Source: an optimization exercise on an open RTL-to-GDS flow (aim: small area). Production flows keep margins and buffers that such runs may drop. The RTL was checked by simulation tests, not by an equivalence proof against the original design. No activity file was given, so power comes from the tool's default toggle rates.

Setup of build 43:
Design E6_VGA, start of the top module:
module E6_VGA (
	input						RST_N					,
	input						CLK						,
	output						VGA_HSYNC				,
	output						VGA_VSYNC				,
	output			[ 7:0]		VGA_R					,
	output			[ 7:0]		VGA_G					,
	output			[ 7:0]		VGA_B					,
	output						VGA_SYNC_N				,
	output						VGA_BLANK_N				,
	input						k						,
	input						k1						,
	input						k2						,
	input						remin					,
	input						rehour					,
	input						key1_N					,
	input						key2_N					,
	input			[ 1:0]		fast					,
	output						LED_hourly				,
	output						LED_alarm				,
	output			[41:0]		DigitalTube_out
);
Size in the first run: roughly 1900 cells after synthesis, roughly 83 I/O pins, about 14000 µm² of cells after synthesis.
==> flow/config.mk <==
export PLATFORM = sky130hd
export DESIGN_NAME = E6_VGA
export DESIGN_NICKNAME = E6_VGA
export VERILOG_FILES = /design/flow/design.v
export SDC_FILE = /design/flow/constraint.sdc
export NUM_CORES = 8
export LEC_CHECK = 0
export CAP_MARGIN = 20
export CORE_MARGIN = 2
export CORE_UTILIZATION = 40
export GPL_TIMING_DRIVEN = 0
export SLEW_MARGIN = 20
export SYNTH_MEMORY_MAX_BITS = 65536
==> flow/constraint.sdc <==
create_clock -name core_clock -period 12.0 [get_ports {CLK}]
set_input_delay 2.4000 -clock core_clock [delete_from_list [all_inputs] [get_ports {CLK}]]
set_output_delay 2.4000 -clock core_clock [all_outputs]
set_load 0.01 [all_outputs]
standard.sh (not shown) runs the stock make flow with config.mk's settings and CLKGATE_MAP_FILE= SYNTH_SCRIPT=/design/flow/synth_recipe.tcl, a recipe that flattens the netlist after the stock synthesis.
==> flow/flow/run.sh <==
#!/bin/bash
# Layout flow: the standard synthesis, then the combinational logic of its
# netlist is re-mapped with an area-oriented ABC script (registers, their
# names and cell types are kept as the standard synthesis made them), checked
# for equivalence with the standard netlist, and the rest of the standard flow
# (floorplan to finish) lays it out. Each tool's output goes to its own log.
set -uo pipefail
W=$PWD
F=$W/flow
R=$W/orfs/results/${FLOW_PLATFORM}/E6_VGA/base
LIB=$FLOW_HOME/platforms/${FLOW_PLATFORM}/lib/sky130_fd_sc_hd__tt_025C_1v80.lib

YOSYS=yosys
command -v yosys > /dev/null 2>&1 || YOSYS=$FLOW_HOME/../tools/install/yosys/bin/yosys
ABC=yosys-abc
command -v yosys-abc > /dev/null 2>&1 || ABC=$FLOW_HOME/../tools/install/yosys/bin/yosys-abc

# 1. standard synthesis
bash standard.sh synth > $W/log_synth.txt 2>&1 || { echo "standard synthesis failed"; exit 1; }
cp $R/1_2_yosys.v $W/std_1_2_yosys.v

# 2. re-map the combinational logic: several ABC runs with different seeds for
#    its &deepsyn search run side by side; the smallest result that is proven
#    equivalent to the standard netlist is used
export REMAP_IN=$W/std_1_2_yosys.v
export REMAP_LIB=$LIB
export REMAP_TMP=$W
export REMAP_SEQ="$(grep -oE 'sky130_fd_sc_hd__(df|edf|sdf|dl|sdl)[a-z0-9_]*' $REMAP_IN | sort -u | tr '\n' ' ')"
export REMAP_DONTUSE="$(sed -n '/DONT_USE_CELLS += /,/^#/p' $FLOW_HOME/platforms/${FLOW_PLATFORM}/config.mk | grep -oE 'sky130_fd_sc_hd__[a-z0-9_]+' | tr '\n' ' ')"
SEEDS=$(cat $F/remap_seeds 2>/dev/null || echo "1")
DEEP_T=$(cat $F/remap_seconds 2>/dev/null || echo "600")
for S in $SEEDS; do
  sed -e "s/@SEED@/$S/" -e "s/@TIME@/$DEEP_T/" $F/area.abc > $W/area_$S.abc
  REMAP_ABC=$W/area_$S.abc REMAP_OUT=$W/remapped_$S.v $YOSYS -c $F/remap.tcl > $W/log_remap_$S.txt 2>&1 &
done
wait

ok=0
for S in $(for S in $SEEDS; do a=$(grep -s "Chip area" $W/remapped_$S.v.stat | awk '{print $NF}'); [[ -n "$a" ]] && echo "$a $S"; done | sort -g | awk '{print $2}'); do
  echo "seed $S: area $(grep "Chip area" $W/remapped_$S.v.stat | awk '{print $NF}')"
  export REMAP_OUT=$W/remapped_$S.v
  if $YOSYS -c $F/eqcheck.tcl > $W/log_eqcheck_$S.txt 2>&1; then
    $ABC -c "cec -n $W/gold.blif $W/gate.blif" > $W/log_cec_$S.txt 2>&1
    if grep -q "Networks are equivalent" $W/log_cec_$S.txt; then
      ok=1
      break
    fi
  fi
  echo "seed $S: not proven equivalent"
done

if [[ $ok == 1 ]]; then
  echo "re-mapped netlist (seed $S) is equivalent; using it"
  cp $REMAP_OUT $R/1_2_yosys.v
  rm -f $R/1_synth.odb $R/1_synth.sdc
else
  echo "re-mapping failed or not proven equivalent; keeping the standard netlist"
fi

# 3. the rest of the standard flow, with the make settings listed in
#    flow/make_args (one VAR=value per line)
ARGS=()
if [[ -f $F/make_args ]]; then
  while IFS= read -r line; do
    [[ -n "$line" && "${line:0:1}" != "#" ]] && ARGS+=("$line")
  done < $F/make_args
fi
bash standard.sh "${ARGS[@]}" finish > $W/log_finish.txt 2>&1 || { echo "layout failed"; tail -30 $W/log_finish.txt; exit 1; }
echo "done"
Other scripts of this flow, unchanged in this note and not shown: flow/flow/area.abc, flow/flow/eqcheck.tcl, flow/flow/make_args, flow/flow/remap.tcl, flow/flow/remap_seconds, flow/flow/remap_seeds
[inputs] build 75 vs build 43
--- a/flow/design.v
+++ b/flow/design.v
@@ -1099,32 +1099,26 @@
 	function [10:0] hnext;
 		input [10:0] x;
 		begin
 			if (&x[7:1]) hnext = {(x[10:8] == 3'd5) ? 3'd0 : x[10:8] + 3'd1, 8'd0};
 			else         hnext = {x[10:8], x[7:0] + 8'd1};
 		end
 	endfunction
 	reg			[20:0]		cc;
-	reg			[10:0]		hu1;
-	reg						hw;
+	reg			[10:0]		hu, hu1;
 	reg			[10:0]		hc_c;	 
 	wire cc_end = cc[20] & cc[19] & cc[18] & cc[17] & cc[15] & cc[10] & cc[7];
 	always @(posedge CLK or negedge RST_N) begin
 		if (!RST_N) begin
-			cc <= 21'd0; hu1 <= 11'd0; hw <= 1'b0;
+			cc <= 21'd0; hu <= 11'd0; hu1 <= 11'd0;
 		end else if (pe) begin
-			if (cc_end) cc <= 21'd0;
-			else        cc <= cc + 21'd1;
-			if (lastpix & lastline) begin
-				if (hw) hu1 <= hnext(hu1);
-				hw <= cc_end;
-			end else if (cc_end) begin
-				hw <= 1'b1;
-			end
+			if (cc_end) begin cc <= 21'd0; hu <= hnext(hu); end
+			else cc <= cc + 21'd1;
+			if (lastpix & lastline) hu1 <= hu;
 		end
 	end
 	always @(posedge CLK) begin
 		if (hc == 11'd0) hc_c <= hu1;
 		else if (pe) hc_c <= hnext(hc_c);
 	end
 	wire [6:0] xb = hc[10:4];
 	wire band_d = (vc[9:5] == 5'd12);
Findings:
Between build 75 and build 43, the area of all placed cells without fillers is higher for build 75.
In build 75, the data arrival at the endpoint of the critical path came out 0.59 ns above the value in build 43.
Of build 75 and build 43, build 43 shows the lower clock network power share, with build 75 above it.
Cmp build 75 and build 43 / area occupied by registers / lower: build 43
Delta (build 75 minus build 43): number of placement rows essentially unchanged, final worst-path cycle share increased 5.2 points, TritonCTS buffer count increased about 4.3%.
Build 75 vs build 43 — count of sequential standard cells climbed by a few percent
When the final numbers for build 75 and build 43 were put side by side, the instance area at placement turned out to be smaller in build 43.
Build 75: total of clock buffers placed in the layout is 1 higher than what build 43 reported.
Per the comparison of build 75 with build 43, weighted congestion at the end of routability-driven global placement down 0.034; cell depth of the worst flop-to-flop path up about 20%; synthesized cell count flat.

-- afterwards: timing with drivers on the ports --
Ports are ideal in the flow. The routed layouts listed here were re-timed in OpenROAD.
Step 1 assumes that a clkbuf_16 drives the clock port and a buf_2 every other input.
Step 2, shift: input delay + t, output delay - t, t = (earliest + latest rising clock arrival at the registers) / 2. This alone moves slack from input paths to output paths.
a / b / c = ideal ports / drivers / drivers and shift; a / b = the first two.
run | shift t [ns] | setup WS [ns] | cell pins on the clock port's net
build 43 | 0.579 | 3.997 / 3.987 / 3.997 | 1
build 75 | 0.602 | 3.371 / 3.371 / 3.371 | 1
After both steps every run listed still meets setup and hold.
